This is an optimization exercise on Yosys and OpenROAD, whose aim is small area and a short achievable clock period, not a production implementation.
Function was checked by simulation only, so behaviour that the tests miss may differ from the original.
Power and IR drop assume default switching activity.

==> flow/design.v, too long to show whole: its modules and the start of the top module <==
// module clock_divider: 1074 lines
// module cd_fa: 4 lines
// module cd_ha: 4 lines
// module cd_pp: 3 lines
// module cd_cy: 3 lines
// module cd_pp2: 3 lines
// module cd_pp1: 3 lines
module clock_divider #(parameter BASE_SPEED = 50000000) (input logic clk, input logic[19:0] speed, input logic reset, output logic outClk);
  // ...
==> flow/flow/run.sh <==
#!/bin/bash
# The standard layout (standard.sh, the standard flow's own ORFS run, unchanged synthesis),
# with one change: the buffers that placement puts on every input and output
# port are sky130_fd_sc_hd__buf_2 cells instead of the cell buffer_ports picks
# by default (a slow clkdlybuf4s50_1 delay buffer).
set -euo pipefail
printf '\nexport BUFFER_PORTS_ARGS = -buffer_cell sky130_fd_sc_hd__buf_2\n' >> config.mk
bash standard.sh finish > flow_make.log 2>&1
==> flow/standard.sh <==
#!/bin/bash
# synth_recipe.tcl (not shown) runs the flow's synth.tcl, then flattens the netlist and writes it again
# the make line also repeats each setting of config.mk as NAME=value (left out here)
make -C /OpenROAD-flow-scripts/flow DESIGN_CONFIG=/design/flow/config.mk WORK_HOME=/design/flow/orfs CLKGATE_MAP_FILE= SYNTH_SCRIPT=/design/flow/synth_recipe.tcl "${@:-finish}"
==> flow/config.mk <==
export PLATFORM = sky130hd
export DESIGN_NAME = clock_divider
export DESIGN_NICKNAME = clock_divider
export VERILOG_FILES = /design/flow/design.v
export SDC_FILE = /design/flow/constraint.sdc
export NUM_CORES = 4
export LEC_CHECK = 0
export CAP_MARGIN = 20
export CORE_MARGIN = 2
export CORE_UTILIZATION = 25
export CTS_BUF_LIST = sky130_fd_sc_hd__clkbuf_2 sky130_fd_sc_hd__clkbuf_4
export PLACE_DENSITY = 0.3
export SLEW_MARGIN = 20
export SYNTH_HIERARCHICAL = 1

export BUFFER_PORTS_ARGS = -buffer_cell sky130_fd_sc_hd__buf_2
==> flow/constraint.sdc <==
create_clock -name core_clock -period 140.0 [get_ports {clk}]
set_input_delay 28.0000 -clock core_clock [delete_from_list [all_inputs] [get_ports {clk}]]
set_output_delay 28.0000 -clock core_clock [all_outputs]
set_load 0.01 [all_outputs]
==> flow_summary.rst, run 1 <==
.. list-table::
   :header-rows: 1

   * - Metric
     - Value
   * - Number of tapcells
     - between 400 and 500
   * - HPWL reported at the end of detailed placement
     - roughly 28000 µm
   * - Sort of element at the start of the critical path
     - primary input
   * - Maximum level of the CTS H-tree
     - 2
   * - Switching Share
     - just under 60%
   * - Number of pins exceeding their max-slew limit in the final report
     - 0
   * - Sequential portion of the cell area
     - around 7%
   * - Power per Cell Area
     - ~27 nW/µm²
   * - Number of flip-flops in the largest register
     - 26
   * - Worst slack at placement
     - around 75 ns
   * - Startpoint of the lowest-slack register-to-register path
     - counter[0]$_SDFF_PP0_
   * - Number of antenna-violating nets in the routed design
     - 0
   * - Die extent in y
     - ~190 µm
   * - Result of the run
     - finished clean
   * - Number of instances resized during post-cts repair
     - 0
   * - Row cnt
     - 66
   * - Worst Hold End
     - shiftReg[3]$_DFF_P_
   * - Worst max-slew margin expressed relative to the limit
     - between 20% and 30%
   * - Power after layout
     - 0.242 mW
   * - Filler instances
     - 3422
   * - Number of iterations in the first detailed-routing pass
     - 10
   * - Number of instances in the synthesized netlist
     - 754
   * - Total of hold buffers inserted after clock tree synthesis
     - 0
   * - Fin Clk Skew
     - between 0.009 and 0.01 ns
   * - Power in combinational cells
     - about 0.23 mW
   * - Fraction of met1 tracks used by global routing
     - approximately 29%
   * - Critical-path maximum fanout
     - 27
   * - Count of yosys warnings during synthesis
     - 7
   * - Share of the cycle needed by the critical path after routing
     - ~46%
   * - Final count of hold timing violations
     - 0
   * - Switching power
     - about 0.14 mW
   * - Number of ordinary inverters in the final layout
     - 60
   * - Max-area cell class
     - multi-input combinational cells
   * - Highest routing layer actually used
     - met4
==> run 2: changes to the inputs <==
--- a/flow/design.v
+++ b/flow/design.v
@@ -1,21 +1,24 @@
 module clock_divider #(parameter BASE_SPEED = 50000000) (input logic clk, input logic[19:0] speed, input logic reset, output logic outClk);
 	logic [25:0] counter;
 	logic rstTrigger;
 	logic [3:0] shiftReg;
 	wire [13:0] rc;
 	wire [12:0] p1, p2, n1, n1n;
 	assign rc[0] = 1'b0;
 	for (genvar j = 0; j < 13; j++) begin : g_dig
-		assign rc[j+1] = counter[2*j+1] & (counter[2*j] | rc[j]);
-		assign p1[j] = ~counter[2*j+1] & (counter[2*j] ^ rc[j]);
-		assign p2[j] = counter[2*j+1] ? (~counter[2*j] & ~rc[j]) : (counter[2*j] & rc[j]);
-		assign n1[j] = counter[2*j+1] & (counter[2*j] ^ rc[j]);
-		assign n1n[j] = ~n1[j];
+		wire x, y;
+		cd_xor2 u_x (.a(counter[2*j]), .b(rc[j]), .y(x));
+		cd_xor2 u_y (.a(counter[2*j]), .b(counter[2*j+1]), .y(y));
+		cd_o21a u_t (.a1(counter[2*j]), .a2(rc[j]), .b1(counter[2*j+1]), .x(rc[j+1]));
+		cd_andn u_p1 (.a(x), .bn(counter[2*j+1]), .y(p1[j]));
+		cd_andn u_p2 (.a(y), .bn(x), .y(p2[j]));
+		cd_nand2 u_n1n (.a(counter[2*j+1]), .b(x), .y(n1n[j]));
+		cd_inv u_n1 (.a(n1n[j]), .y(n1[j]));
 	end
 	wire topn = ~(rc[13] & speed[0]);
 	wire [19:0] nspeed = ~speed;
 	logic [19:0] speedOr;    
 	always_comb begin
 		speedOr[19] = speed[19];
 		for (int k = 18; k >= 0; k--) speedOr[k] = speedOr[k+1] | speed[k];
 	end
@@ -205,190 +208,190 @@
 	wire pp11_2_178;
 	wire pp11_3_179;
 	wire pp11_4_180;
 	wire pp12_0_181;
 	wire pp12_1_182;
 	wire pp12_2_183;
 	wire hs184;
 	wire hc185;
-	wire hs186;
-	wire hc187;
+	wire fs186;
+	wire fc187;
 	wire fs188;
 	wire fc189;
-	wire hs190;
-	wire hc191;
+	wire fs190;
+	wire fc191;
 	wire fs192;
 	wire fc193;
-	wire hs194;
-	wire hc195;
+	wire fs194;
+	wire fc195;
 	wire fs196;
 	wire fc197;
 	wire fs198;
 	wire fc199;
 	wire hs200;
 	wire hc201;
 	wire fs202;
 	wire fc203;
 	wire fs204;
 	wire fc205;
-	wire hs206;
-	wire hc207;
+	wire fs206;
+	wire fc207;
 	wire fs208;
 	wire fc209;
 	wire fs210;
 	wire fc211;
 	wire fs212;
 	wire fc213;
 	wire fs214;
 	wire fc215;
 	wire fs216;
 	wire fc217;
-	wire hs218;
-	wire hc219;
+	wire fs218;
+	wire fc219;
 	wire fs220;
 	wire fc221;
 	wire fs222;
 	wire fc223;
 	wire fs224;
 	wire fc225;
 	wire fs226;
 	wire fc227;
 	wire fs228;
 	wire fc229;
-	wire hs230;
-	wire hc231;
+	wire fs230;
+	wire fc231;
 	wire fs232;
 	wire fc233;
 	wire fs234;
 	wire fc235;
-	wire hs236;
-	wire hc237;
-	wire hs238;
-	wire hc239;
-	wire hs240;
-	wire hc241;
+	wire fs236;
+	wire fc237;
+	wire fs238;
+	wire fc239;
+	wire fs240;
+	wire fc241;
 	wire fs242;
 	wire fc243;
-	wire hs244;
-	wire hc245;
+	wire fs244;
+	wire fc245;
 	wire fs246;
 	wire fc247;
-	wire hs248;
-	wire hc249;
+	wire fs248;
+	wire fc249;
 	wire fs250;
 	wire fc251;
 	wire fs252;
 	wire fc253;
-	wire hs254;
-	wire hc255;
+	wire fs254;
+	wire fc255;
 	wire fs256;
 	wire fc257;
 	wire fs258;
 	wire fc259;
 	wire hs260;
 	wire hc261;
 	wire fs262;
 	wire fc263;
 	wire fs264;
 	wire fc265;
 	wire fs266;
 	wire fc267;
 	wire fs268;
 	wire fc269;
 	wire fs270;
 	wire fc271;
-	wire fs272;
-	wire fc273;
+	wire hs272;
+	wire hc273;
 	wire fs274;
 	wire fc275;
 	wire fs276;
 	wire fc277;
-	wire fs278;
-	wire fc279;
+	wire hs278;
+	wire hc279;
 	wire fs280;
 	wire fc281;
 	wire fs282;
 	wire fc283;
-	wire fs284;
-	wire fc285;
+	wire hs284;
+	wire hc285;
 	wire fs286;
 	wire fc287;
 	wire fs288;
 	wire fc289;
 	wire fs290;
 	wire fc291;
 	wire fs292;
 	wire fc293;
 	wire fs294;
 	wire fc295;
-	wire fs296;
-	wire fc297;
+	wire hs296;
+	wire hc297;
 	wire fs298;
 	wire fc299;
 	wire fs300;
 	wire fc301;
 	wire fs302;
 	wire fc303;
 	wire fs304;
 	wire fc305;
 	wire fs306;
 	wire fc307;
-	wire fs308;
-	wire fc309;
+	wire hs308;
+	wire hc309;
 	wire fs310;
 	wire fc311;
 	wire fs312;
 	wire fc313;
 	wire fs314;
 	wire fc315;
 	wire fs316;
 	wire fc317;
 	wire fs318;
 	wire fc319;
-	wire fs320;
-	wire fc321;
+	wire hs320;
+	wire hc321;
 	wire fs322;
 	wire fc323;
 	wire fs324;
 	wire fc325;
-	wire fs326;
-	wire fc327;
+	wire hs326;
+	wire hc327;
 	wire hs328;
 	wire hc329;
-	wire hs330;
-	wire hc331;
+	wire fs330;
+	wire fc331;
 	wire fs332;
 	wire fc333;
-	wire hs334;
-	wire hc335;
+	wire fs334;
+	wire fc335;
 	wire fs336;
 	wire fc337;
 	wire hs338;
 	wire hc339;
 	wire fs340;
 	wire fc341;
-	wire fs342;
-	wire fc343;
+	wire hs342;
+	wire hc343;
 	wire fs344;
 	wire fc345;
-	wire fs346;
-	wire fc347;
+	wire hs346;
+	wire hc347;
 	wire fs348;
 	wire fc349;
-	wire fs350;
-	wire fc351;
+	wire hs350;
+	wire hc351;
 	wire fs352;
 	wire fc353;
-	wire fs354;
-	wire fc355;
+	wire hs354;
+	wire hc355;
 	wire fs356;
 	wire fc357;
-	wire fs358;
-	wire fc359;
+	wire hs358;
+	wire hc359;
 	wire fs360;
 	wire fc361;
 	wire fs362;
 	wire fc363;
 	wire fs364;
 	wire fc365;
 	wire fs366;
 	wire fc367;
@@ -427,26 +430,26 @@
 	wire fs400;
 	wire fc401;
 	wire fs402;
 	wire fc403;
 	wire fs404;
 	wire fc405;
 	wire fs406;
 	wire fc407;
-	wire hs408;
-	wire hc409;
+	wire fs408;
+	wire fc409;
 	wire hs410;
 	wire hc411;
 	wire fs412;
 	wire fc413;
 	wire fs414;
 	wire fc415;
-	wire fs416;
-	wire fc417;
+	wire hs416;
+	wire hc417;
 	wire fs418;
 	wire fc419;
 	wire fs420;
 	wire fc421;
 	wire fs422;
 	wire fc423;
 	wire fs424;
 	wire fc425;
@@ -473,28 +476,28 @@
 	wire fs446;
 	wire fc447;
 	wire fs448;
 	wire fc449;
 	wire fs450;
 	wire fc451;
 	wire fs452;
 	wire fc453;
-	wire hs454;
-	wire hc455;
+	wire fs454;
+	wire fc455;
 	wire hs456;
 	wire hc457;
-	wire fs458;
-	wire fc459;
+	wire hs458;
+	wire hc459;
 	wire fs460;
 	wire fc461;
 	wire fs462;
 	wire fc463;
-	wire fs464;
-	wire fc465;
+	wire hs464;
+	wire hc465;
 	wire fs466;
 	wire fc467;
 	wire fs468;
 	wire fc469;
 	wire fs470;
 	wire fc471;
 	wire fs472;
 	wire fc473;
@@ -525,117 +528,114 @@
 	wire fs498;
 	wire fc499;
 	wire fs500;
 	wire fc501;
 	wire fs502;
 	wire fc503;
 	wire hs504;
 	wire hc505;
-	wire qc506;
-	wire qs507;
-	wire qc508;
-	wire hs509;
-	wire hc510;
-	wire qs511;
-	wire qc512;
-	wire hs513;
-	wire hc514;
-	wire qs515;
-	wire qc516;
-	wire hs517;
-	wire hc518;
-	wire qs519;
-	wire qc520;
-	wire hs521;
-	wire hc522;
-	wire qs523;
-	wire qc524;
-	wire hs525;
-	wire hc526;
-	wire qs527;
-	wire qc528;
-	wire hs529;
-	wire hc530;
-	wire qs531;
-	wire qc532;
-	wire hs533;
-	wire hc534;
-	wire qs535;
-	wire qc536;
-	wire hs537;
-	wire hc538;
-	wire qs539;
-	wire qc540;
-	wire hs541;
-	wire hc542;
-	wire qs543;
-	wire qc544;
-	wire hs545;
-	wire hc546;
-	wire qs547;
-	wire qc548;
-	wire hs549;
-	wire hc550;
-	wire qs551;
-	wire qc552;
-	wire hs553;
-	wire hc554;
-	wire qs555;
-	wire qc556;
-	wire hs557;
-	wire hc558;
-	wire qs559;
-	wire qc560;
-	wire hs561;
-	wire hc562;
-	wire qs563;
-	wire qc564;
-	wire hs565;
-	wire hc566;
-	wire qs567;
-	wire qc568;
-	wire hs569;
-	wire hc570;
-	wire qs571;
-	wire qc572;
-	wire hs573;
-	wire hc574;
-	wire qs575;
-	wire qc576;
-	wire hs577;
-	wire hc578;
-	wire qs579;
-	wire qc580;
-	wire hs581;
-	wire hc582;
-	wire qs583;
-	wire qc584;
-	wire hs585;
-	wire hc586;
-	wire qs587;
-	wire qc588;
-	wire hs589;
-	wire hc590;
-	wire qs591;
-	wire qc592;
-	wire hs593;
-	wire hc594;
-	wire qs595;
-	wire qc596;
-	wire hs597;
-	wire hc598;
-	wire qs599;
-	wire qc600;
-	wire hs601;
-	wire hc602;
+	wire qs506;
+	wire qc507;
+	wire qs508;
+	wire qc509;
+	wire hs510;
+	wire hc511;
+	wire qs512;
+	wire qc513;
+	wire hpn514;
+	wire hgn515;
+	wire qs516;
+	wire qc517;
+	wire hs518;
+	wire hc519;
+	wire qs520;
+	wire qc521;
+	wire hpn522;
+	wire hgn523;
+	wire qs524;
+	wire qc525;
+	wire hs526;
+	wire hc527;
+	wire qs528;
+	wire qc529;
+	wire hpn530;
+	wire hgn531;
+	wire qs532;
+	wire qc533;
+	wire hs534;
+	wire hc535;
+	wire qs536;
+	wire qc537;
+	wire hpn538;
+	wire hgn539;
+	wire qs540;
+	wire qc541;
+	wire hs542;
+	wire hc543;
+	wire qs544;
+	wire qc545;
+	wire hpn546;
+	wire hgn547;
+	wire qs548;
+	wire qc549;
+	wire hs550;
+	wire hc551;
+	wire qs552;
+	wire qc553;
+	wire hpn554;
+	wire hgn555;
+	wire qs556;
+	wire qc557;
+	wire hs558;
+	wire hc559;
+	wire qs560;
+	wire qc561;
+	wire hpn562;
+	wire hgn563;
+	wire qs564;
+	wire qc565;
+	wire hs566;
+	wire hc567;
+	wire qs568;
+	wire qc569;
+	wire hpn570;
+	wire hgn571;
+	wire qs572;
+	wire qc573;
+	wire hs574;
+	wire hc575;
+	wire qs576;
+	wire qc577;
+	wire hpn578;
+	wire hgn579;
+	wire qs580;
+	wire qc581;
+	wire hs582;
+	wire hc583;
+	wire qs584;
+	wire qc585;
+	wire hpn586;
+	wire hgn587;
+	wire qs588;
+	wire qc589;
+	wire hs590;
+	wire hc591;
+	wire qs592;
+	wire qc593;
+	wire hpn594;
+	wire hgn595;
+	wire qs596;
+	wire qc597;
+	wire hs598;
+	wire hc599;
+	wire qs600;
+	wire qc601;
+	wire lp602;
 	wire qs603;
-	wire qc604;
-	wire lp605;
-	wire qs606;
 	cd_pp2 u_pp0_0_1 (.d1(p1[0]), .a(speed[0]), .d3(n1[0]), .c(nspeed[0]), .y(pp0_0_1));
 	cd_pp u_pp0_1_2 (.d1(p1[0]), .a(speed[1]), .d2(p2[0]), .b(speed[0]), .d3(n1[0]), .c(nspeed[1]), .y(pp0_1_2));
 	cd_pp u_pp0_2_3 (.d1(p1[0]), .a(speed[2]), .d2(p2[0]), .b(speed[1]), .d3(n1[0]), .c(nspeed[2]), .y(pp0_2_3));
 	cd_pp u_pp0_3_4 (.d1(p1[0]), .a(speed[3]), .d2(p2[0]), .b(speed[2]), .d3(n1[0]), .c(nspeed[3]), .y(pp0_3_4));
 	cd_pp u_pp0_4_5 (.d1(p1[0]), .a(speed[4]), .d2(p2[0]), .b(speed[3]), .d3(n1[0]), .c(nspeed[4]), .y(pp0_4_5));
 	cd_pp u_pp0_5_6 (.d1(p1[0]), .a(speed[5]), .d2(p2[0]), .b(speed[4]), .d3(n1[0]), .c(nspeed[5]), .y(pp0_5_6));
 	cd_pp u_pp0_6_7 (.d1(p1[0]), .a(speed[6]), .d2(p2[0]), .b(speed[5]), .d3(n1[0]), .c(nspeed[6]), .y(pp0_6_7));
 	cd_pp u_pp0_7_8 (.d1(p1[0]), .a(speed[7]), .d2(p2[0]), .b(speed[6]), .d3(n1[0]), .c(nspeed[7]), .y(pp0_7_8));
@@ -810,284 +810,321 @@
 	cd_pp u_pp11_1_177 (.d1(p1[11]), .a(speed[1]), .d2(p2[11]), .b(speed[0]), .d3(n1[11]), .c(nspeed[1]), .y(pp11_1_177));
 	cd_pp u_pp11_2_178 (.d1(p1[11]), .a(speed[2]), .d2(p2[11]), .b(speed[1]), .d3(n1[11]), .c(nspeed[2]), .y(pp11_2_178));
 	cd_pp u_pp11_3_179 (.d1(p1[11]), .a(speed[3]), .d2(p2[11]), .b(speed[2]), .d3(n1[11]), .c(nspeed[3]), .y(pp11_3_179));
 	cd_pp u_pp11_4_180 (.d1(p1[11]), .a(speed[4]), .d2(p2[11]), .b(speed[3]), .d3(n1[11]), .c(nspeed[4]), .y(pp11_4_180));
 	cd_pp2 u_pp12_0_181 (.d1(p1[12]), .a(speed[0]), .d3(n1[12]), .c(nspeed[0]), .y(pp12_0_181));
 	cd_pp u_pp12_1_182 (.d1(p1[12]), .a(speed[1]), .d2(p2[12]), .b(speed[0]), .d3(n1[12]), .c(nspeed[1]), .y(pp12_1_182));
 	cd_pp u_pp12_2_183 (.d1(p1[12]), .a(speed[2]), .d2(p2[12]), .b(speed[1]), .d3(n1[12]), .c(nspeed[2]), .y(pp12_2_183));
 	cd_ha u_hs184 (.a(pp0_16_17), .b(pp1_14_36), .s(hs184), .co(hc185));
-	cd_ha u_hs186 (.a(pp0_17_18), .b(pp1_15_37), .s(hs186), .co(hc187));
+	cd_fa u_fs186 (.a(pp0_17_18), .b(pp1_15_37), .c(pp2_13_56), .s(fs186), .co(fc187));
 	cd_fa u_fs188 (.a(pp0_18_19), .b(pp1_16_38), .c(pp2_14_57), .s(fs188), .co(fc189));
-	cd_ha u_hs190 (.a(pp3_12_76), .b(pp4_10_95), .s(hs190), .co(hc191));
+	cd_fa u_fs190 (.a(pp3_12_76), .b(pp4_10_95), .c(pp5_8_112), .s(fs190), .co(fc191));
 	cd_fa u_fs192 (.a(pp0_19_20), .b(pp1_17_39), .c(pp2_15_58), .s(fs192), .co(fc193));
-	cd_ha u_hs194 (.a(pp3_13_77), .b(pp4_11_96), .s(hs194), .co(hc195));
+	cd_fa u_fs194 (.a(pp3_13_77), .b(pp4_11_96), .c(pp5_9_113), .s(fs194), .co(fc195));
 	cd_fa u_fs196 (.a(pp0_20_21), .b(pp1_18_40), .c(pp2_16_59), .s(fs196), .co(fc197));
 	cd_fa u_fs198 (.a(pp3_14_78), .b(pp4_12_97), .c(pp5_10_114), .s(fs198), .co(fc199));
 	cd_ha u_hs200 (.a(pp6_8_129), .b(pp7_6_142), .s(hs200), .co(hc201));
 	cd_fa u_fs202 (.a(n1[0]), .b(pp1_19_41), .c(pp2_17_60), .s(fs202), .co(fc203));
 	cd_fa u_fs204 (.a(pp3_15_79), .b(pp4_13_98), .c(pp5_11_115), .s(fs204), .co(fc205));
-	cd_ha u_hs206 (.a(pp6_9_130), .b(pp7_7_143), .s(hs206), .co(hc207));
+	cd_fa u_fs206 (.a(pp6_9_130), .b(pp7_7_143), .c(pp8_5_154), .s(fs206), .co(fc207));
 	cd_fa u_fs208 (.a(pp1_20_42), .b(pp2_18_61), .c(pp3_16_80), .s(fs208), .co(fc209));
 	cd_fa u_fs210 (.a(pp4_14_99), .b(pp5_12_116), .c(pp6_10_131), .s(fs210), .co(fc211));
 	cd_fa u_fs212 (.a(pp7_8_144), .b(pp8_6_155), .c(pp9_4_164), .s(fs212), .co(fc213));
 	cd_fa u_fs214 (.a(n1[1]), .b(pp2_19_62), .c(pp3_17_81), .s(fs214), .co(fc215));
 	cd_fa u_fs216 (.a(pp4_15_100), .b(pp5_13_117), .c(pp6_11_132), .s(fs216), .co(fc217));
-	cd_ha u_hs218 (.a(pp7_9_145), .b(pp8_7_156), .s(hs218), .co(hc219));
+	cd_fa u_fs218 (.a(pp7_9_145), .b(pp8_7_156), .c(pp9_5_165), .s(fs218), .co(fc219));
 	cd_fa u_fs220 (.a(pp2_20_63), .b(pp3_18_82), .c(pp4_16_101), .s(fs220), .co(fc221));
 	cd_fa u_fs222 (.a(pp5_14_118), .b(pp6_12_133), .c(pp7_10_146), .s(fs222), .co(fc223));
 	cd_fa u_fs224 (.a(pp8_8_157), .b(pp9_6_166), .c(pp10_4_173), .s(fs224), .co(fc225));
 	cd_fa u_fs226 (.a(n1[2]), .b(pp3_19_83), .c(pp4_17_102), .s(fs226), .co(fc227));
 	cd_fa u_fs228 (.a(pp5_15_119), .b(pp6_13_134), .c(pp7_11_147), .s(fs228), .co(fc229));
-	cd_ha u_hs230 (.a(pp8_9_158), .b(pp9_7_167), .s(hs230), .co(hc231));
+	cd_fa u_fs230 (.a(pp8_9_158), .b(pp9_7_167), .c(pp10_5_174), .s(fs230), .co(fc231));
 	cd_fa u_fs232 (.a(pp3_20_84), .b(pp4_18_103), .c(pp5_16_120), .s(fs232), .co(fc233));
 	cd_fa u_fs234 (.a(pp6_14_135), .b(pp7_12_148), .c(pp8_10_159), .s(fs234), .co(fc235));
-	cd_ha u_hs236 (.a(pp9_8_168), .b(pp10_6_175), .s(hs236), .co(hc237));
-	cd_ha u_hs238 (.a(pp0_10_11), .b(pp1_8_30), .s(hs238), .co(hc239));
-	cd_ha u_hs240 (.a(pp0_11_12), .b(pp1_9_31), .s(hs240), .co(hc241));
+	cd_fa u_fs236 (.a(pp9_8_168), .b(pp10_6_175), .c(pp11_4_180), .s(fs236), .co(fc237));
+	cd_fa u_fs238 (.a(pp0_10_11), .b(pp1_8_30), .c(pp2_6_49), .s(fs238), .co(fc239));
+	cd_fa u_fs240 (.a(pp0_11_12), .b(pp1_9_31), .c(pp2_7_50), .s(fs240), .co(fc241));
 	cd_fa u_fs242 (.a(pp0_12_13), .b(pp1_10_32), .c(pp2_8_51), .s(fs242), .co(fc243));
-	cd_ha u_hs244 (.a(pp3_6_70), .b(pp4_4_89), .s(hs244), .co(hc245));
+	cd_fa u_fs244 (.a(pp3_6_70), .b(pp4_4_89), .c(pp5_2_106), .s(fs244), .co(fc245));
 	cd_fa u_fs246 (.a(pp0_13_14), .b(pp1_11_33), .c(pp2_9_52), .s(fs246), .co(fc247));
-	cd_ha u_hs248 (.a(pp3_7_71), .b(pp4_5_90), .s(hs248), .co(hc249));
+	cd_fa u_fs248 (.a(pp3_7_71), .b(pp4_5_90), .c(pp5_3_107), .s(fs248), .co(fc249));
 	cd_fa u_fs250 (.a(pp0_14_15), .b(pp1_12_34), .c(pp2_10_53), .s(fs250), .co(fc251));
 	cd_fa u_fs252 (.a(pp3_8_72), .b(pp4_6_91), .c(pp5_4_108), .s(fs252), .co(fc253));
-	cd_ha u_hs254 (.a(pp6_2_123), .b(pp7_0_136), .s(hs254), .co(hc255));
+	cd_fa u_fs254 (.a(pp6_2_123), .b(pp7_0_136), .c(n1n[7]), .s(fs254), .co(fc255));
 	cd_fa u_fs256 (.a(pp0_15_16), .b(pp1_13_35), .c(pp2_11_54), .s(fs256), .co(fc257));
 	cd_fa u_fs258 (.a(pp3_9_73), .b(pp4_7_92), .c(pp5_5_109), .s(fs258), .co(fc259));
 	cd_ha u_hs260 (.a(pp6_3_124), .b(pp7_1_137), .s(hs260), .co(hc261));
 	cd_fa u_fs262 (.a(pp2_12_55), .b(pp3_10_74), .c(pp4_8_93), .s(fs262), .co(fc263));
 	cd_fa u_fs264 (.a(pp5_6_110), .b(pp6_4_125), .c(pp7_2_138), .s(fs264), .co(fc265));
 	cd_fa u_fs266 (.a(pp8_0_149), .b(n1n[8]), .c(hs184), .s(fs266), .co(fc267));
-	cd_fa u_fs268 (.a(pp2_13_56), .b(pp3_11_75), .c(pp4_9_94), .s(fs268), .co(fc269));
-	cd_fa u_fs270 (.a(pp5_7_111), .b(pp6_5_126), .c(pp7_3_139), .s(fs270), .co(fc271));
-	cd_fa u_fs272 (.a(pp8_1_150), .b(hc185), .c(hs186), .s(fs272), .co(fc273));
-	cd_fa u_fs274 (.a(pp5_8_112), .b(pp6_6_127), .c(pp7_4_140), .s(fs274), .co(fc275));
-	cd_fa u_fs276 (.a(pp8_2_151), .b(pp9_0_160), .c(n1n[9]), .s(fs276), .co(fc277));
-	cd_fa u_fs278 (.a(hc187), .b(fs188), .c(hs190), .s(fs278), .co(fc279));
-	cd_fa u_fs280 (.a(pp5_9_113), .b(pp6_7_128), .c(pp7_5_141), .s(fs280), .co(fc281));
-	cd_fa u_fs282 (.a(pp8_3_152), .b(pp9_1_161), .c(fc189), .s(fs282), .co(fc283));
-	cd_fa u_fs284 (.a(hc191), .b(fs192), .c(hs194), .s(fs284), .co(fc285));
+	cd_fa u_fs268 (.a(pp3_11_75), .b(pp4_9_94), .c(pp5_7_111), .s(fs268), .co(fc269));
+	cd_fa u_fs270 (.a(pp6_5_126), .b(pp7_3_139), .c(pp8_1_150), .s(fs270), .co(fc271));
+	cd_ha u_hs272 (.a(hc185), .b(fs186), .s(hs272), .co(hc273));
+	cd_fa u_fs274 (.a(pp6_6_127), .b(pp7_4_140), .c(pp8_2_151), .s(fs274), .co(fc275));
+	cd_fa u_fs276 (.a(pp9_0_160), .b(n1n[9]), .c(fc187), .s(fs276), .co(fc277));
+	cd_ha u_hs278 (.a(fs188), .b(fs190), .s(hs278), .co(hc279));
+	cd_fa u_fs280 (.a(pp6_7_128), .b(pp7_5_141), .c(pp8_3_152), .s(fs280), .co(fc281));
+	cd_fa u_fs282 (.a(pp9_1_161), .b(fc189), .c(fc191), .s(fs282), .co(fc283));
+	cd_ha u_hs284 (.a(fs192), .b(fs194), .s(hs284), .co(hc285));
 	cd_fa u_fs286 (.a(pp8_4_153), .b(pp9_2_162), .c(pp10_0_169), .s(fs286), .co(fc287));
-	cd_fa u_fs288 (.a(n1n[10]), .b(fc193), .c(hc195), .s(fs288), .co(fc289));
+	cd_fa u_fs288 (.a(n1n[10]), .b(fc193), .c(fc195), .s(fs288), .co(fc289));
 	cd_fa u_fs290 (.a(fs196), .b(fs198), .c(hs200), .s(fs290), .co(fc291));
-	cd_fa u_fs292 (.a(pp8_5_154), .b(pp9_3_163), .c(pp10_1_170), .s(fs292), .co(fc293));
-	cd_fa u_fs294 (.a(fc197), .b(fc199), .c(hc201), .s(fs294), .co(fc295));
-	cd_fa u_fs296 (.a(fs202), .b(fs204), .c(hs206), .s(fs296), .co(fc297));
+	cd_fa u_fs292 (.a(pp9_3_163), .b(pp10_1_170), .c(fc197), .s(fs292), .co(fc293));
+	cd_fa u_fs294 (.a(fc199), .b(hc201), .c(fs202), .s(fs294), .co(fc295));
+	cd_ha u_hs296 (.a(fs204), .b(fs206), .s(hs296), .co(hc297));
 	cd_fa u_fs298 (.a(pp10_2_171), .b(pp11_0_176), .c(n1n[11]), .s(fs298), .co(fc299));
-	cd_fa u_fs300 (.a(fc203), .b(fc205), .c(hc207), .s(fs300), .co(fc301));
+	cd_fa u_fs300 (.a(fc203), .b(fc205), .c(fc207), .s(fs300), .co(fc301));
 	cd_fa u_fs302 (.a(fs208), .b(fs210), .c(fs212), .s(fs302), .co(fc303));
-	cd_fa u_fs304 (.a(pp9_5_165), .b(pp10_3_172), .c(pp11_1_177), .s(fs304), .co(fc305));
-	cd_fa u_fs306 (.a(fc209), .b(fc211), .c(fc213), .s(fs306), .co(fc307));
-	cd_fa u_fs308 (.a(fs214), .b(fs216), .c(hs218), .s(fs308), .co(fc309));
+	cd_fa u_fs304 (.a(pp10_3_172), .b(pp11_1_177), .c(fc209), .s(fs304), .co(fc305));
+	cd_fa u_fs306 (.a(fc211), .b(fc213), .c(fs214), .s(fs306), .co(fc307));
+	cd_ha u_hs308 (.a(fs216), .b(fs218), .s(hs308), .co(hc309));
 	cd_fa u_fs310 (.a(pp11_2_178), .b(pp12_0_181), .c(n1n[12]), .s(fs310), .co(fc311));
-	cd_fa u_fs312 (.a(fc215), .b(fc217), .c(hc219), .s(fs312), .co(fc313));
+	cd_fa u_fs312 (.a(fc215), .b(fc217), .c(fc219), .s(fs312), .co(fc313));
 	cd_fa u_fs314 (.a(fs220), .b(fs222), .c(fs224), .s(fs314), .co(fc315));
-	cd_fa u_fs316 (.a(pp10_5_174), .b(pp11_3_179), .c(pp12_1_182), .s(fs316), .co(fc317));
-	cd_fa u_fs318 (.a(fc221), .b(fc223), .c(fc225), .s(fs318), .co(fc319));
-	cd_fa u_fs320 (.a(fs226), .b(fs228), .c(hs230), .s(fs320), .co(fc321));
-	cd_fa u_fs322 (.a(pp11_4_180), .b(pp12_2_183), .c(topn), .s(fs322), .co(fc323));
-	cd_fa u_fs324 (.a(fc227), .b(fc229), .c(hc231), .s(fs324), .co(fc325));
-	cd_fa u_fs326 (.a(fs232), .b(fs234), .c(hs236), .s(fs326), .co(fc327));
+	cd_fa u_fs316 (.a(pp11_3_179), .b(pp12_1_182), .c(fc221), .s(fs316), .co(fc317));
+	cd_fa u_fs318 (.a(fc223), .b(fc225), .c(fs226), .s(fs318), .co(fc319));
+	cd_ha u_hs320 (.a(fs228), .b(fs230), .s(hs320), .co(hc321));
+	cd_fa u_fs322 (.a(pp12_2_183), .b(topn), .c(fc227), .s(fs322), .co(fc323));
+	cd_fa u_fs324 (.a(fc229), .b(fc231), .c(fs232), .s(fs324), .co(fc325));
+	cd_ha u_hs326 (.a(fs234), .b(fs236), .s(hs326), .co(hc327));
 	cd_ha u_hs328 (.a(pp0_6_7), .b(pp1_4_26), .s(hs328), .co(hc329));
-	cd_ha u_hs330 (.a(pp0_7_8), .b(pp1_5_27), .s(hs330), .co(hc331));
+	cd_fa u_fs330 (.a(pp0_7_8), .b(pp1_5_27), .c(pp2_3_46), .s(fs330), .co(fc331));
 	cd_fa u_fs332 (.a(pp0_8_9), .b(pp1_6_28), .c(pp2_4_47), .s(fs332), .co(fc333));
-	cd_ha u_hs334 (.a(pp3_2_66), .b(pp4_0_85), .s(hs334), .co(hc335));
+	cd_fa u_fs334 (.a(pp3_2_66), .b(pp4_0_85), .c(n1n[4]), .s(fs334), .co(fc335));
 	cd_fa u_fs336 (.a(pp0_9_10), .b(pp1_7_29), .c(pp2_5_48), .s(fs336), .co(fc337));
 	cd_ha u_hs338 (.a(pp3_3_67), .b(pp4_1_86), .s(hs338), .co(hc339));
-	cd_fa u_fs340 (.a(pp2_6_49), .b(pp3_4_68), .c(pp4_2_87), .s(fs340), .co(fc341));
-	cd_fa u_fs342 (.a(pp5_0_104), .b(n1n[5]), .c(hs238), .s(fs342), .co(fc343));
-	cd_fa u_fs344 (.a(pp2_7_50), .b(pp3_5_69), .c(pp4_3_88), .s(fs344), .co(fc345));
-	cd_fa u_fs346 (.a(pp5_1_105), .b(hc239), .c(hs240), .s(fs346), .co(fc347));
-	cd_fa u_fs348 (.a(pp5_2_106), .b(pp6_0_121), .c(n1n[6]), .s(fs348), .co(fc349));
-	cd_fa u_fs350 (.a(hc241), .b(fs242), .c(hs244), .s(fs350), .co(fc351));
-	cd_fa u_fs352 (.a(pp5_3_107), .b(pp6_1_122), .c(fc243), .s(fs352), .co(fc353));
-	cd_fa u_fs354 (.a(hc245), .b(fs246), .c(hs248), .s(fs354), .co(fc355));
-	cd_fa u_fs356 (.a(n1n[7]), .b(fc247), .c(hc249), .s(fs356), .co(fc357));
-	cd_fa u_fs358 (.a(fs250), .b(fs252), .c(hs254), .s(fs358), .co(fc359));
-	cd_fa u_fs360 (.a(fc251), .b(fc253), .c(hc255), .s(fs360), .co(fc361));
+	cd_fa u_fs340 (.a(pp3_4_68), .b(pp4_2_87), .c(pp5_0_104), .s(fs340), .co(fc341));
+	cd_ha u_hs342 (.a(n1n[5]), .b(fs238), .s(hs342), .co(hc343));
+	cd_fa u_fs344 (.a(pp3_5_69), .b(pp4_3_88), .c(pp5_1_105), .s(fs344), .co(fc345));
+	cd_ha u_hs346 (.a(fc239), .b(fs240), .s(hs346), .co(hc347));
+	cd_fa u_fs348 (.a(pp6_0_121), .b(n1n[6]), .c(fc241), .s(fs348), .co(fc349));
+	cd_ha u_hs350 (.a(fs242), .b(fs244), .s(hs350), .co(hc351));
+	cd_fa u_fs352 (.a(pp6_1_122), .b(fc243), .c(fc245), .s(fs352), .co(fc353));
+	cd_ha u_hs354 (.a(fs246), .b(fs248), .s(hs354), .co(hc355));
+	cd_fa u_fs356 (.a(fc247), .b(fc249), .c(fs250), .s(fs356), .co(fc357));
+	cd_ha u_hs358 (.a(fs252), .b(fs254), .s(hs358), .co(hc359));
+	cd_fa u_fs360 (.a(fc251), .b(fc253), .c(fc255), .s(fs360), .co(fc361));
 	cd_fa u_fs362 (.a(fs256), .b(fs258), .c(hs260), .s(fs362), .co(fc363));
 	cd_fa u_fs364 (.a(fc257), .b(fc259), .c(hc261), .s(fs364), .co(fc365));
 	cd_fa u_fs366 (.a(fs262), .b(fs264), .c(fs266), .s(fs366), .co(fc367));
 	cd_fa u_fs368 (.a(fc263), .b(fc265), .c(fc267), .s(fs368), .co(fc369));
-	cd_fa u_fs370 (.a(fs268), .b(fs270), .c(fs272), .s(fs370), .co(fc371));
-	cd_fa u_fs372 (.a(fc269), .b(fc271), .c(fc273), .s(fs372), .co(fc373));
-	cd_fa u_fs374 (.a(fs274), .b(fs276), .c(fs278), .s(fs374), .co(fc375));
-	cd_fa u_fs376 (.a(fc275), .b(fc277), .c(fc279), .s(fs376), .co(fc377));
-	cd_fa u_fs378 (.a(fs280), .b(fs282), .c(fs284), .s(fs378), .co(fc379));
-	cd_fa u_fs380 (.a(fc281), .b(fc283), .c(fc285), .s(fs380), .co(fc381));
+	cd_fa u_fs370 (.a(fs268), .b(fs270), .c(hs272), .s(fs370), .co(fc371));
+	cd_fa u_fs372 (.a(fc269), .b(fc271), .c(hc273), .s(fs372), .co(fc373));
+	cd_fa u_fs374 (.a(fs274), .b(fs276), .c(hs278), .s(fs374), .co(fc375));
+	cd_fa u_fs376 (.a(fc275), .b(fc277), .c(hc279), .s(fs376), .co(fc377));
+	cd_fa u_fs378 (.a(fs280), .b(fs282), .c(hs284), .s(fs378), .co(fc379));
+	cd_fa u_fs380 (.a(fc281), .b(fc283), .c(hc285), .s(fs380), .co(fc381));
 	cd_fa u_fs382 (.a(fs286), .b(fs288), .c(fs290), .s(fs382), .co(fc383));
 	cd_fa u_fs384 (.a(fc287), .b(fc289), .c(fc291), .s(fs384), .co(fc385));
-	cd_fa u_fs386 (.a(fs292), .b(fs294), .c(fs296), .s(fs386), .co(fc387));
-	cd_fa u_fs388 (.a(fc293), .b(fc295), .c(fc297), .s(fs388), .co(fc389));
+	cd_fa u_fs386 (.a(fs292), .b(fs294), .c(hs296), .s(fs386), .co(fc387));
+	cd_fa u_fs388 (.a(fc293), .b(fc295), .c(hc297), .s(fs388), .co(fc389));
 	cd_fa u_fs390 (.a(fs298), .b(fs300), .c(fs302), .s(fs390), .co(fc391));
 	cd_fa u_fs392 (.a(fc299), .b(fc301), .c(fc303), .s(fs392), .co(fc393));
-	cd_fa u_fs394 (.a(fs304), .b(fs306), .c(fs308), .s(fs394), .co(fc395));
-	cd_fa u_fs396 (.a(fc305), .b(fc307), .c(fc309), .s(fs396), .co(fc397));
+	cd_fa u_fs394 (.a(fs304), .b(fs306), .c(hs308), .s(fs394), .co(fc395));
+	cd_fa u_fs396 (.a(fc305), .b(fc307), .c(hc309), .s(fs396), .co(fc397));
 	cd_fa u_fs398 (.a(fs310), .b(fs312), .c(fs314), .s(fs398), .co(fc399));
 	cd_fa u_fs400 (.a(fc311), .b(fc313), .c(fc315), .s(fs400), .co(fc401));
-	cd_fa u_fs402 (.a(fs316), .b(fs318), .c(fs320), .s(fs402), .co(fc403));
-	cd_fa u_fs404 (.a(fc317), .b(fc319), .c(fc321), .s(fs404), .co(fc405));
-	cd_fa u_fs406 (.a(fs322), .b(fs324), .c(fs326), .s(fs406), .co(fc407));
-	cd_ha u_hs408 (.a(pp0_4_5), .b(pp1_2_24), .s(hs408), .co(hc409));
+	cd_fa u_fs402 (.a(fs316), .b(fs318), .c(hs320), .s(fs402), .co(fc403));
+	cd_fa u_fs404 (.a(fc317), .b(fc319), .c(hc321), .s(fs404), .co(fc405));
+	cd_fa u_fs406 (.a(fs322), .b(fs324), .c(hs326), .s(fs406), .co(fc407));
+	cd_fa u_fs408 (.a(pp0_4_5), .b(pp1_2_24), .c(pp2_0_43), .s(fs408), .co(fc409));
 	cd_ha u_hs410 (.a(pp0_5_6), .b(pp1_3_25), .s(hs410), .co(hc411));
 	cd_fa u_fs412 (.a(pp2_2_45), .b(pp3_0_64), .c(n1n[3]), .s(fs412), .co(fc413));
-	cd_fa u_fs414 (.a(pp2_3_46), .b(pp3_1_65), .c(hc329), .s(fs414), .co(fc415));
-	cd_fa u_fs416 (.a(n1n[4]), .b(hc331), .c(fs332), .s(fs416), .co(fc417));
-	cd_fa u_fs418 (.a(fc333), .b(hc335), .c(fs336), .s(fs418), .co(fc419));
+	cd_fa u_fs414 (.a(pp3_1_65), .b(hc329), .c(fs330), .s(fs414), .co(fc415));
+	cd_ha u_hs416 (.a(fc331), .b(fs332), .s(hs416), .co(hc417));
+	cd_fa u_fs418 (.a(fc333), .b(fc335), .c(fs336), .s(fs418), .co(fc419));
 	cd_fa u_fs420 (.a(fc337), .b(hc339), .c(fs340), .s(fs420), .co(fc421));
-	cd_fa u_fs422 (.a(fc341), .b(fc343), .c(fs344), .s(fs422), .co(fc423));
-	cd_fa u_fs424 (.a(fc345), .b(fc347), .c(fs348), .s(fs424), .co(fc425));
-	cd_fa u_fs426 (.a(fc349), .b(fc351), .c(fs352), .s(fs426), .co(fc427));
-	cd_fa u_fs428 (.a(fc353), .b(fc355), .c(fs356), .s(fs428), .co(fc429));
-	cd_fa u_fs430 (.a(fc357), .b(fc359), .c(fs360), .s(fs430), .co(fc431));
+	cd_fa u_fs422 (.a(fc341), .b(hc343), .c(fs344), .s(fs422), .co(fc423));
+	cd_fa u_fs424 (.a(fc345), .b(hc347), .c(fs348), .s(fs424), .co(fc425));
+	cd_fa u_fs426 (.a(fc349), .b(hc351), .c(fs352), .s(fs426), .co(fc427));
+	cd_fa u_fs428 (.a(fc353), .b(hc355), .c(fs356), .s(fs428), .co(fc429));
+	cd_fa u_fs430 (.a(fc357), .b(hc359), .c(fs360), .s(fs430), .co(fc431));
 	cd_fa u_fs432 (.a(fc361), .b(fc363), .c(fs364), .s(fs432), .co(fc433));
 	cd_fa u_fs434 (.a(fc365), .b(fc367), .c(fs368), .s(fs434), .co(fc435));
 	cd_fa u_fs436 (.a(fc369), .b(fc371), .c(fs372), .s(fs436), .co(fc437));
 	cd_fa u_fs438 (.a(fc373), .b(fc375), .c(fs376), .s(fs438), .co(fc439));
 	cd_fa u_fs440 (.a(fc377), .b(fc379), .c(fs380), .s(fs440), .co(fc441));
 	cd_fa u_fs442 (.a(fc381), .b(fc383), .c(fs384), .s(fs442), .co(fc443));
 	cd_fa u_fs444 (.a(fc385), .b(fc387), .c(fs388), .s(fs444), .co(fc445));
 	cd_fa u_fs446 (.a(fc389), .b(fc391), .c(fs392), .s(fs446), .co(fc447));
 	cd_fa u_fs448 (.a(fc393), .b(fc395), .c(fs396), .s(fs448), .co(fc449));
 	cd_fa u_fs450 (.a(fc397), .b(fc399), .c(fs400), .s(fs450), .co(fc451));
 	cd_fa u_fs452 (.a(fc401), .b(fc403), .c(fs404), .s(fs452), .co(fc453));
-	cd_ha u_hs454 (.a(pp0_2_3), .b(pp1_0_22), .s(hs454), .co(hc455));
+	cd_fa u_fs454 (.a(pp0_2_3), .b(pp1_0_22), .c(n1n[1]), .s(fs454), .co(fc455));
 	cd_ha u_hs456 (.a(pp0_3_4), .b(pp1_1_23), .s(hs456), .co(hc457));
-	cd_fa u_fs458 (.a(pp2_0_43), .b(n1n[2]), .c(hs408), .s(fs458), .co(fc459));
-	cd_fa u_fs460 (.a(pp2_1_44), .b(hc409), .c(hs410), .s(fs460), .co(fc461));
+	cd_ha u_hs458 (.a(n1n[2]), .b(fs408), .s(hs458), .co(hc459));
+	cd_fa u_fs460 (.a(pp2_1_44), .b(fc409), .c(hs410), .s(fs460), .co(fc461));
 	cd_fa u_fs462 (.a(hs328), .b(hc411), .c(fs412), .s(fs462), .co(fc463));
-	cd_fa u_fs464 (.a(hs330), .b(fc413), .c(fs414), .s(fs464), .co(fc465));
-	cd_fa u_fs466 (.a(hs334), .b(fc415), .c(fs416), .s(fs466), .co(fc467));
-	cd_fa u_fs468 (.a(hs338), .b(fc417), .c(fs418), .s(fs468), .co(fc469));
-	cd_fa u_fs470 (.a(fs342), .b(fc419), .c(fs420), .s(fs470), .co(fc471));
-	cd_fa u_fs472 (.a(fs346), .b(fc421), .c(fs422), .s(fs472), .co(fc473));
-	cd_fa u_fs474 (.a(fs350), .b(fc423), .c(fs424), .s(fs474), .co(fc475));
-	cd_fa u_fs476 (.a(fs354), .b(fc425), .c(fs426), .s(fs476), .co(fc477));
-	cd_fa u_fs478 (.a(fs358), .b(fc427), .c(fs428), .s(fs478), .co(fc479));
+	cd_ha u_hs464 (.a(fc413), .b(fs414), .s(hs464), .co(hc465));
+	cd_fa u_fs466 (.a(fs334), .b(fc415), .c(hs416), .s(fs466), .co(fc467));
+	cd_fa u_fs468 (.a(hs338), .b(hc417), .c(fs418), .s(fs468), .co(fc469));
+	cd_fa u_fs470 (.a(hs342), .b(fc419), .c(fs420), .s(fs470), .co(fc471));
+	cd_fa u_fs472 (.a(hs346), .b(fc421), .c(fs422), .s(fs472), .co(fc473));
+	cd_fa u_fs474 (.a(hs350), .b(fc423), .c(fs424), .s(fs474), .co(fc475));
+	cd_fa u_fs476 (.a(hs354), .b(fc425), .c(fs426), .s(fs476), .co(fc477));
+	cd_fa u_fs478 (.a(hs358), .b(fc427), .c(fs428), .s(fs478), .co(fc479));
 	cd_fa u_fs480 (.a(fs362), .b(fc429), .c(fs430), .s(fs480), .co(fc481));
 	cd_fa u_fs482 (.a(fs366), .b(fc431), .c(fs432), .s(fs482), .co(fc483));
 	cd_fa u_fs484 (.a(fs370), .b(fc433), .c(fs434), .s(fs484), .co(fc485));
 	cd_fa u_fs486 (.a(fs374), .b(fc435), .c(fs436), .s(fs486), .co(fc487));
 	cd_fa u_fs488 (.a(fs378), .b(fc437), .c(fs438), .s(fs488), .co(fc489));
 	cd_fa u_fs490 (.a(fs382), .b(fc439), .c(fs440), .s(fs490), .co(fc491));
 	cd_fa u_fs492 (.a(fs386), .b(fc441), .c(fs442), .s(fs492), .co(fc493));
 	cd_fa u_fs494 (.a(fs390), .b(fc443), .c(fs444), .s(fs494), .co(fc495));
 	cd_fa u_fs496 (.a(fs394), .b(fc445), .c(fs446), .s(fs496), .co(fc497));
 	cd_fa u_fs498 (.a(fs398), .b(fc447), .c(fs448), .s(fs498), .co(fc499));
 	cd_fa u_fs500 (.a(fs402), .b(fc449), .c(fs450), .s(fs500), .co(fc501));
 	cd_fa u_fs502 (.a(fs406), .b(fc451), .c(fs452), .s(fs502), .co(fc503));
 	cd_ha u_hs504 (.a(pp0_0_1), .b(n1n[0]), .s(hs504), .co(hc505));
-	assign qc506 = hc505;
-	assign qs507 = pp0_1_2 ^ qc506;
-	assign qc508 = (pp0_1_2 & qc506);
-	cd_ha u_hs509 (.a(n1n[1]), .b(hs454), .s(hs509), .co(hc510));
-	assign qs511 = hs509 ^ qc508;
-	cd_cy u_qc512 (.g(hc510), .p(hs509), .c(qc508), .y(qc512));
-	cd_ha u_hs513 (.a(hc455), .b(hs456), .s(hs513), .co(hc514));
-	assign qs515 = hs513 ^ qc512;
-	cd_cy u_qc516 (.g(hc514), .p(hs513), .c(qc512), .y(qc516));
-	cd_ha u_hs517 (.a(hc457), .b(fs458), .s(hs517), .co(hc518));
-	assign qs519 = hs517 ^ qc516;
-	cd_cy u_qc520 (.g(hc518), .p(hs517), .c(qc516), .y(qc520));
-	cd_ha u_hs521 (.a(fc459), .b(fs460), .s(hs521), .co(hc522));
-	assign qs523 = hs521 ^ qc520;
-	cd_cy u_qc524 (.g(hc522), .p(hs521), .c(qc520), .y(qc524));
-	cd_ha u_hs525 (.a(fc461), .b(fs462), .s(hs525), .co(hc526));
-	assign qs527 = hs525 ^ qc524;
-	cd_cy u_qc528 (.g(hc526), .p(hs525), .c(qc524), .y(qc528));
-	cd_ha u_hs529 (.a(fc463), .b(fs464), .s(hs529), .co(hc530));
-	assign qs531 = hs529 ^ qc528;
-	cd_cy u_qc532 (.g(hc530), .p(hs529), .c(qc528), .y(qc532));
-	cd_ha u_hs533 (.a(fc465), .b(fs466), .s(hs533), .co(hc534));
-	assign qs535 = hs533 ^ qc532;
-	cd_cy u_qc536 (.g(hc534), .p(hs533), .c(qc532), .y(qc536));
-	cd_ha u_hs537 (.a(fc467), .b(fs468), .s(hs537), .co(hc538));
-	assign qs539 = hs537 ^ qc536;
-	cd_cy u_qc540 (.g(hc538), .p(hs537), .c(qc536), .y(qc540));
-	cd_ha u_hs541 (.a(fc469), .b(fs470), .s(hs541), .co(hc542));
-	assign qs543 = hs541 ^ qc540;
-	cd_cy u_qc544 (.g(hc542), .p(hs541), .c(qc540), .y(qc544));
-	cd_ha u_hs545 (.a(fc471), .b(fs472), .s(hs545), .co(hc546));
-	assign qs547 = hs545 ^ qc544;
-	cd_cy u_qc548 (.g(hc546), .p(hs545), .c(qc544), .y(qc548));
-	cd_ha u_hs549 (.a(fc473), .b(fs474), .s(hs549), .co(hc550));
-	assign qs551 = hs549 ^ qc548;
-	cd_cy u_qc552 (.g(hc550), .p(hs549), .c(qc548), .y(qc552));
-	cd_ha u_hs553 (.a(fc475), .b(fs476), .s(hs553), .co(hc554));
-	assign qs555 = hs553 ^ qc552;
-	cd_cy u_qc556 (.g(hc554), .p(hs553), .c(qc552), .y(qc556));
-	cd_ha u_hs557 (.a(fc477), .b(fs478), .s(hs557), .co(hc558));
-	assign qs559 = hs557 ^ qc556;
-	cd_cy u_qc560 (.g(hc558), .p(hs557), .c(qc556), .y(qc560));
-	cd_ha u_hs561 (.a(fc479), .b(fs480), .s(hs561), .co(hc562));
-	assign qs563 = hs561 ^ qc560;
-	cd_cy u_qc564 (.g(hc562), .p(hs561), .c(qc560), .y(qc564));
-	cd_ha u_hs565 (.a(fc481), .b(fs482), .s(hs565), .co(hc566));
-	assign qs567 = hs565 ^ qc564;
-	cd_cy u_qc568 (.g(hc566), .p(hs565), .c(qc564), .y(qc568));
-	cd_ha u_hs569 (.a(fc483), .b(fs484), .s(hs569), .co(hc570));
-	assign qs571 = hs569 ^ qc568;
-	cd_cy u_qc572 (.g(hc570), .p(hs569), .c(qc568), .y(qc572));
-	cd_ha u_hs573 (.a(fc485), .b(fs486), .s(hs573), .co(hc574));
-	assign qs575 = hs573 ^ qc572;
-	cd_cy u_qc576 (.g(hc574), .p(hs573), .c(qc572), .y(qc576));
-	cd_ha u_hs577 (.a(fc487), .b(fs488), .s(hs577), .co(hc578));
-	assign qs579 = hs577 ^ qc576;
-	cd_cy u_qc580 (.g(hc578), .p(hs577), .c(qc576), .y(qc580));
-	cd_ha u_hs581 (.a(fc489), .b(fs490), .s(hs581), .co(hc582));
-	assign qs583 = hs581 ^ qc580;
-	cd_cy u_qc584 (.g(hc582), .p(hs581), .c(qc580), .y(qc584));
-	cd_ha u_hs585 (.a(fc491), .b(fs492), .s(hs585), .co(hc586));
-	assign qs587 = hs585 ^ qc584;
-	cd_cy u_qc588 (.g(hc586), .p(hs585), .c(qc584), .y(qc588));
-	cd_ha u_hs589 (.a(fc493), .b(fs494), .s(hs589), .co(hc590));
-	assign qs591 = hs589 ^ qc588;
-	cd_cy u_qc592 (.g(hc590), .p(hs589), .c(qc588), .y(qc592));
-	cd_ha u_hs593 (.a(fc495), .b(fs496), .s(hs593), .co(hc594));
-	assign qs595 = hs593 ^ qc592;
-	cd_cy u_qc596 (.g(hc594), .p(hs593), .c(qc592), .y(qc596));
-	cd_ha u_hs597 (.a(fc497), .b(fs498), .s(hs597), .co(hc598));
-	assign qs599 = hs597 ^ qc596;
-	cd_cy u_qc600 (.g(hc598), .p(hs597), .c(qc596), .y(qc600));
-	cd_ha u_hs601 (.a(fc499), .b(fs500), .s(hs601), .co(hc602));
-	assign qs603 = hs601 ^ qc600;
-	cd_cy u_qc604 (.g(hc602), .p(hs601), .c(qc600), .y(qc604));
-	assign lp605 = fc501 ^ fs502;
-	assign qs606 = lp605 ^ qc604;
-	assign qsum = {qs606, qs603, qs599, qs595, qs591, qs587, qs583, qs579, qs575, qs571, qs567, qs563, qs559, qs555, qs551, qs547, qs543, qs539, qs535, qs531, qs527, qs523, qs519, qs515, qs511, qs507, hs504};
+	assign qs506 = (pp0_1_2 ^ hc505);
+	assign qc507 = pp0_1_2 & hc505;
+	assign qs508 = (fs454 ^ qc507);
+	assign qc509 = fs454 & qc507;
+	cd_ha u_hs510 (.a(fc455), .b(hs456), .s(hs510), .co(hc511));
+	assign qs512 = (hs510 ^ qc509);
+	cd_cya u_qc513 (.g(hc511), .p(hs510), .c(qc509), .yn(qc513));
+	cd_xn u_hpn514 (.a(hc457), .b(hs458), .y(hpn514));
+	cd_nd u_hgn515 (.a(hc457), .b(hs458), .y(hgn515));
+	assign qs516 = (hpn514 ^ qc513);
+	cd_cyo u_qc517 (.gn(hgn515), .pn(hpn514), .cn(qc513), .y(qc517));
+	cd_ha u_hs518 (.a(hc459), .b(fs460), .s(hs518), .co(hc519));
+	assign qs520 = (hs518 ^ qc517);
+	cd_cya u_qc521 (.g(hc519), .p(hs518), .c(qc517), .yn(qc521));
+	cd_xn u_hpn522 (.a(fc461), .b(fs462), .y(hpn522));
+	cd_nd u_hgn523 (.a(fc461), .b(fs462), .y(hgn523));
+	assign qs524 = (hpn522 ^ qc521);
+	cd_cyo u_qc525 (.gn(hgn523), .pn(hpn522), .cn(qc521), .y(qc525));
+	cd_ha u_hs526 (.a(fc463), .b(hs464), .s(hs526), .co(hc527));
+	assign qs528 = (hs526 ^ qc525);
+	cd_cya u_qc529 (.g(hc527), .p(hs526), .c(qc525), .yn(qc529));
+	cd_xn u_hpn530 (.a(hc465), .b(fs466), .y(hpn530));
+	cd_nd u_hgn531 (.a(hc465), .b(fs466), .y(hgn531));
+	assign qs532 = (hpn530 ^ qc529);
+	cd_cyo u_qc533 (.gn(hgn531), .pn(hpn530), .cn(qc529), .y(qc533));
+	cd_ha u_hs534 (.a(fc467), .b(fs468), .s(hs534), .co(hc535));
+	assign qs536 = (hs534 ^ qc533);
+	cd_cya u_qc537 (.g(hc535), .p(hs534), .c(qc533), .yn(qc537));
+	cd_xn u_hpn538 (.a(fc469), .b(fs470), .y(hpn538));
+	cd_nd u_hgn539 (.a(fc469), .b(fs470), .y(hgn539));
+	assign qs540 = (hpn538 ^ qc537);
+	cd_cyo u_qc541 (.gn(hgn539), .pn(hpn538), .cn(qc537), .y(qc541));
+	cd_ha u_hs542 (.a(fc471), .b(fs472), .s(hs542), .co(hc543));
+	assign qs544 = (hs542 ^ qc541);
+	cd_cya u_qc545 (.g(hc543), .p(hs542), .c(qc541), .yn(qc545));
+	cd_xn u_hpn546 (.a(fc473), .b(fs474), .y(hpn546));
+	cd_nd u_hgn547 (.a(fc473), .b(fs474), .y(hgn547));
+	assign qs548 = (hpn546 ^ qc545);
+	cd_cyo u_qc549 (.gn(hgn547), .pn(hpn546), .cn(qc545), .y(qc549));
+	cd_ha u_hs550 (.a(fc475), .b(fs476), .s(hs550), .co(hc551));
+	assign qs552 = (hs550 ^ qc549);
+	cd_cya u_qc553 (.g(hc551), .p(hs550), .c(qc549), .yn(qc553));
+	cd_xn u_hpn554 (.a(fc477), .b(fs478), .y(hpn554));
+	cd_nd u_hgn555 (.a(fc477), .b(fs478), .y(hgn555));
+	assign qs556 = (hpn554 ^ qc553);
+	cd_cyo u_qc557 (.gn(hgn555), .pn(hpn554), .cn(qc553), .y(qc557));
+	cd_ha u_hs558 (.a(fc479), .b(fs480), .s(hs558), .co(hc559));
+	assign qs560 = (hs558 ^ qc557);
+	cd_cya u_qc561 (.g(hc559), .p(hs558), .c(qc557), .yn(qc561));
+	cd_xn u_hpn562 (.a(fc481), .b(fs482), .y(hpn562));
+	cd_nd u_hgn563 (.a(fc481), .b(fs482), .y(hgn563));
+	assign qs564 = (hpn562 ^ qc561);
+	cd_cyo u_qc565 (.gn(hgn563), .pn(hpn562), .cn(qc561), .y(qc565));
+	cd_ha u_hs566 (.a(fc483), .b(fs484), .s(hs566), .co(hc567));
+	assign qs568 = (hs566 ^ qc565);
+	cd_cya u_qc569 (.g(hc567), .p(hs566), .c(qc565), .yn(qc569));
+	cd_xn u_hpn570 (.a(fc485), .b(fs486), .y(hpn570));
+	cd_nd u_hgn571 (.a(fc485), .b(fs486), .y(hgn571));
+	assign qs572 = (hpn570 ^ qc569);
+	cd_cyo u_qc573 (.gn(hgn571), .pn(hpn570), .cn(qc569), .y(qc573));
+	cd_ha u_hs574 (.a(fc487), .b(fs488), .s(hs574), .co(hc575));
+	assign qs576 = (hs574 ^ qc573);
+	cd_cya u_qc577 (.g(hc575), .p(hs574), .c(qc573), .yn(qc577));
+	cd_xn u_hpn578 (.a(fc489), .b(fs490), .y(hpn578));
+	cd_nd u_hgn579 (.a(fc489), .b(fs490), .y(hgn579));
+	assign qs580 = (hpn578 ^ qc577);
+	cd_cyo u_qc581 (.gn(hgn579), .pn(hpn578), .cn(qc577), .y(qc581));
+	cd_ha u_hs582 (.a(fc491), .b(fs492), .s(hs582), .co(hc583));
+	assign qs584 = (hs582 ^ qc581);
+	cd_cya u_qc585 (.g(hc583), .p(hs582), .c(qc581), .yn(qc585));
+	cd_xn u_hpn586 (.a(fc493), .b(fs494), .y(hpn586));
+	cd_nd u_hgn587 (.a(fc493), .b(fs494), .y(hgn587));
+	assign qs588 = (hpn586 ^ qc585);
+	cd_cyo u_qc589 (.gn(hgn587), .pn(hpn586), .cn(qc585), .y(qc589));
+	cd_ha u_hs590 (.a(fc495), .b(fs496), .s(hs590), .co(hc591));
+	assign qs592 = (hs590 ^ qc589);
+	cd_cya u_qc593 (.g(hc591), .p(hs590), .c(qc589), .yn(qc593));
+	cd_xn u_hpn594 (.a(fc497), .b(fs498), .y(hpn594));
+	cd_nd u_hgn595 (.a(fc497), .b(fs498), .y(hgn595));
+	assign qs596 = (hpn594 ^ qc593);
+	cd_cyo u_qc597 (.gn(hgn595), .pn(hpn594), .cn(qc593), .y(qc597));
+	cd_ha u_hs598 (.a(fc499), .b(fs500), .s(hs598), .co(hc599));
+	assign qs600 = (hs598 ^ qc597);
+	cd_cya u_qc601 (.g(hc599), .p(hs598), .c(qc597), .yn(qc601));
+	assign lp602 = fc501 ^ fs502;
+	assign qs603 = ~(lp602 ^ qc601);
+	assign qsum = {qs603, qs600, qs596, qs592, qs588, qs584, qs580, qs576, qs572, qs568, qs564, qs560, qs556, qs552, qs548, qs544, qs540, qs536, qs532, qs528, qs524, qs520, qs516, qs512, qs508, qs506, hs504};
 	wire leFull = !big && (qsum >= 27'd61149056 && qsum <= 27'd111149056);
 	wire leHalf = !big && (qsum >= 27'd86149056 && qsum <= 27'd111149056);
 	wire active = !rstTrigger && (speed != 0);
 	wire counterRst = active && !leFull;
 	assign outClk = active && leFull && !leHalf;
+	wire clr = (shiftReg == 4'b1111) || counterRst;
+	wire [26:0] cc;
+	wire [25:0] cnext;
+	assign cc[0] = 1'b1;
+	for (genvar i = 0; i < 26; i++) begin : g_cnt
+		wire sum;
+		cd_ha u_inc (.a(counter[i]), .b(cc[i]), .s(sum), .co(cc[i+1]));
+		cd_andn u_clr (.a(sum), .bn(clr), .y(cnext[i]));
+	end
 	always @(posedge clk) begin
-		if (shiftReg == 4'b1111) begin
-			rstTrigger <= 1'b1;
-			counter <= '0;
-		end else if (counterRst) begin
-			rstTrigger <= 1'b0;
-			counter <= '0;
-		end else begin
-			rstTrigger <= 1'b0;
-			counter <= counter + 1'b1;
-		end
+		counter <= cnext;
+		rstTrigger <= (shiftReg == 4'b1111);
 		shiftReg <= {shiftReg[2:0], reset};
 	end
 endmodule
+module cd_xor2 (input logic a, b, output logic y);
+	assign y = a ^ b;
+endmodule
+module cd_o21a (input logic a1, a2, b1, output logic x);
+	assign x = (a1 | a2) & b1;
+endmodule
+module cd_andn (input logic a, bn, output logic y);
+	assign y = a & ~bn;
+endmodule
+module cd_nand2 (input logic a, b, output logic y);
+	assign y = ~(a & b);
+endmodule
+module cd_inv (input logic a, output logic y);
+	assign y = ~a;
+endmodule
 module cd_fa (input logic a, b, c, output logic s, co);
 	assign s = a ^ b ^ c;
 	assign co = (a & b) | (a & c) | (b & c);
 endmodule
 module cd_ha (input logic a, b, output logic s, co);
 	assign s = a ^ b;
 	assign co = a & b;
 endmodule
 module cd_pp (input logic d1, a, d2, b, d3, c, output logic y);
 	assign y = ~((d1 & a) | (d2 & b) | (d3 & c));
 endmodule
+module cd_xn (input logic a, b, output logic y);
+	assign y = ~(a ^ b);
+endmodule
+module cd_nd (input logic a, b, output logic y);
+	assign y = ~(a & b);
+endmodule
+module cd_cya (input logic g, p, c, output logic yn);
+	assign yn = ~(g | (p & c));
+endmodule
+module cd_cyo (input logic gn, pn, cn, output logic y);
+	assign y = ~(gn & (pn | cn));
+endmodule
 module cd_cy (input logic g, p, c, output logic y);
 	assign y = g | (p & c);
 endmodule
 module cd_pp2 (input logic d1, a, d3, c, output logic y);
 	assign y = ~((d1 & a) | (d3 & c));
 endmodule
 module cd_pp1 (input logic d2, b, d3, output logic y);
 	assign y = ~((d2 & b) | d3);
==> run 2 against run 1 <==
  * Final area is 0.50% higher
  * Synthesized cell count decreased by 7.8%
  * First-iteration DRC count is 17% lower
  * Sequential power fell by 7%
  * Global-route usage down 0.34 points
  * Combinational power decreased by 21%
  * Clock skew rose by 0.011 ns
  * Critical path type unchanged
  * Largest power group unchanged
==> flow_summary.rst, run 2 <==
.. list-table::
   :header-rows: 1

   * - Metric
     - Value
   * - Share of the cycle needed by the critical path after routing
     - 45.7% (-0.44 points)
   * - Total of hold buffers inserted after clock tree synthesis
     - 0 (unchanged)
   * - Most frequent cells in the layout
     - 167 x a222oi_1, 138 x fa_1, 63 x ha_1
   * - Worst Hold End
     - shiftReg[2]$_DFF_P_
   * - Number of top-level design ports
     - 23
   * - Number of iterations in the first detailed-routing pass
     - 15 (+5)
   * - Fin Clk Skew
     - 0.0207 ns (+0.0112 ns)
   * - Sort of element at the start of the critical path
     - primary input
   * - Die extent in y
     - 186 µm (+0.11%)
   * - Number of instances resized during post-cts repair
     - 0 (unchanged)
   * - Worst max-slew margin expressed relative to the limit
     - 30.7% (+7.9 points)
   * - Critical-path maximum fanout
     - 28 (+3.7%)
   * - Startpoint of the lowest-slack register-to-register path
     - counter[0]$_DFF_P_
   * - Number of design-rule violations left by the first detailed-router iteration
     - 1403
   * - Filler instances
     - 3412 (-0.29%)
   * - Post-Synthesis Mean Instance Area
     - roughly 12 µm²
   * - Cell taking the most area after synthesis
     - fa_1
   * - Number of pins exceeding their max-slew limit in the final report
     - 0 (unchanged)
   * - Final net count
     - 950
   * - Result of the run
     - finished clean
   * - Maximum level of the CTS H-tree
     - 2 (unchanged)
   * - Worst-Skew Late Latency
     - 0.35 ns
   * - Number of enable-type register cells in the synthesized netlist
     - 0
   * - Power after layout
     - 0.194 mW (-20%)
   * - Number of antenna-violating nets in the routed design
     - 0 (unchanged)
   * - Power per Cell Area
     - 21.6 nW/µm² (-20%)
   * - Row cnt
     - 66 (unchanged)
   * - Number of flip-flops in the largest register
     - 26 (unchanged)
   * - HPWL reported at the end of detailed placement
     - 27900 µm (-0.15%)
   * - Area of combinational cells with multiple inputs
     - roughly 7500 µm²
   * - Final count of hold timing violations
     - 0 (unchanged)
   * - Largest register by flop count
     - counter
   * - Post-synthesis cell type count
     - 40
   * - Count of yosys warnings during synthesis
     - 7 (unchanged)
run 2: cell types whose count changed in the layout (fill, tap and decap cells not counted), moves of 10 or more:
cell / delta
mux2_2: -12
a21oi_1: -26
ha_1: -13
nor2b_1: -13
buf_4: -10
nor2b_4: +52
a21oi_2: +11
a21o_1: -24
nand2b_1: -12
o21ai_1: +10
inv_1: -27
nand3_1: -12
xor2_1: +25
o21a_1: +11
run 2: final cells by class:
class / instances / area share (%)
timing repair buffer: 24 / 1.36
tap: 442 / 6.14
sequential: 31 / 6.89
antenna: 1 / 0.0278
clock inverter: 3 / 0.264
inverter: 33 / 1.38
clock buffer: 5 / 0.417
multi-input combinational: 632 / 83.5
run 2: per-stage QoR:
stage / hold slack (ns) / std cells / worst slack [ns]
3_3_place_gp: 0.331 / 1161 / 76.09
6_report: 0.355 / 1171 / 76.02
4_1_cts: 0.357 / 1170 / 75.93
5_1_grt: 0.360 / 1171 / 75.21
3_5_place_dp: 0.331 / 1162 / 75.97
2_1_floorplan: 0.324 / 696 / 77.89
run 2: worst max path at each step:
stage / start / endpoint / slack [ns] / depth (start not counted)
after floorplan: speed[5] / outClk / 77.89 / 31
after global placement: speed[0] / outClk / 76.09 / 35
after global routing: speed[0] / outClk / 75.21 / 35
after CTS: speed[0] / outClk / 75.93 / 35
after detailed placement: speed[0] / outClk / 75.97 / 35
final: speed[0] / outClk / 76.02 / 35
run 2: routing by layer:
| metal | vias to the layer above | GRT usage [%] | wire (µm) | share of wire, % |
|---|---|---|---|---|
| li1 | 2995 | - | - | - |
| met1 | 3793 | 29.3 | 15400 | 43 |
| met2 | 332 | 37.3 | 17400 | 48 |
| met3 | 25 | 2.88 | 2490 | 6.9 |
| met4 | 0 | 4.38 | 646 | 1.8 |
| met5 | - | 0 | 0 | 0 |
run 2: modules after synthesis, one instance, submodules excluded:
module         flip-flops and latches  times used  cells inside
cd_andn                             0          52             1
cd_cya                              0          12             1
cd_cyo                              0          11             1
cd_fa                               0         138             1
cd_ha                               0          61             1
cd_inv                              0          13             1
cd_nand2                            0          13             1
cd_nd                               0          11             1
cd_o21a                             0          13             1
cd_pp                               0         166             1
cd_pp1                              0           4             1
cd_pp2                              0          13             1
cd_xn                               0          11             1
cd_xor2                             0          26             1
clock_divider                      31           1           151
run 2: cell families (layout without fill, tap and decap cells):
logic type	count (synthesis)	count (layout)	share of synthesized area, %
DFF	31	31	7.53
adders and majority gates	201	201	43.1
buffers and inverters	33	65	1.50
AOI/OAI and AO/OA	249	249	28.0
other	2	4	0.0912
xor gates and xnor gates	66	66	7.02
and+or+nand+nor	113	113	12.7
run 2: where the power goes:
part	internal [mW]	leakage (nW)	switching, mW
sequential	0.00919	0.252	0.000353
clock	0.00201	0.0278	0.00375
combinational	0.0585	2.34	0.121

Re-timed with assumed drivers on the ports (clkbuf_16 on the clock, buf_2 on other inputs), run 2 has 75.961 ns of setup slack against 76.019 ns with ideal ports, and 75.961 ns once port delays also move by the mid clock arrival of 0.382 ns.
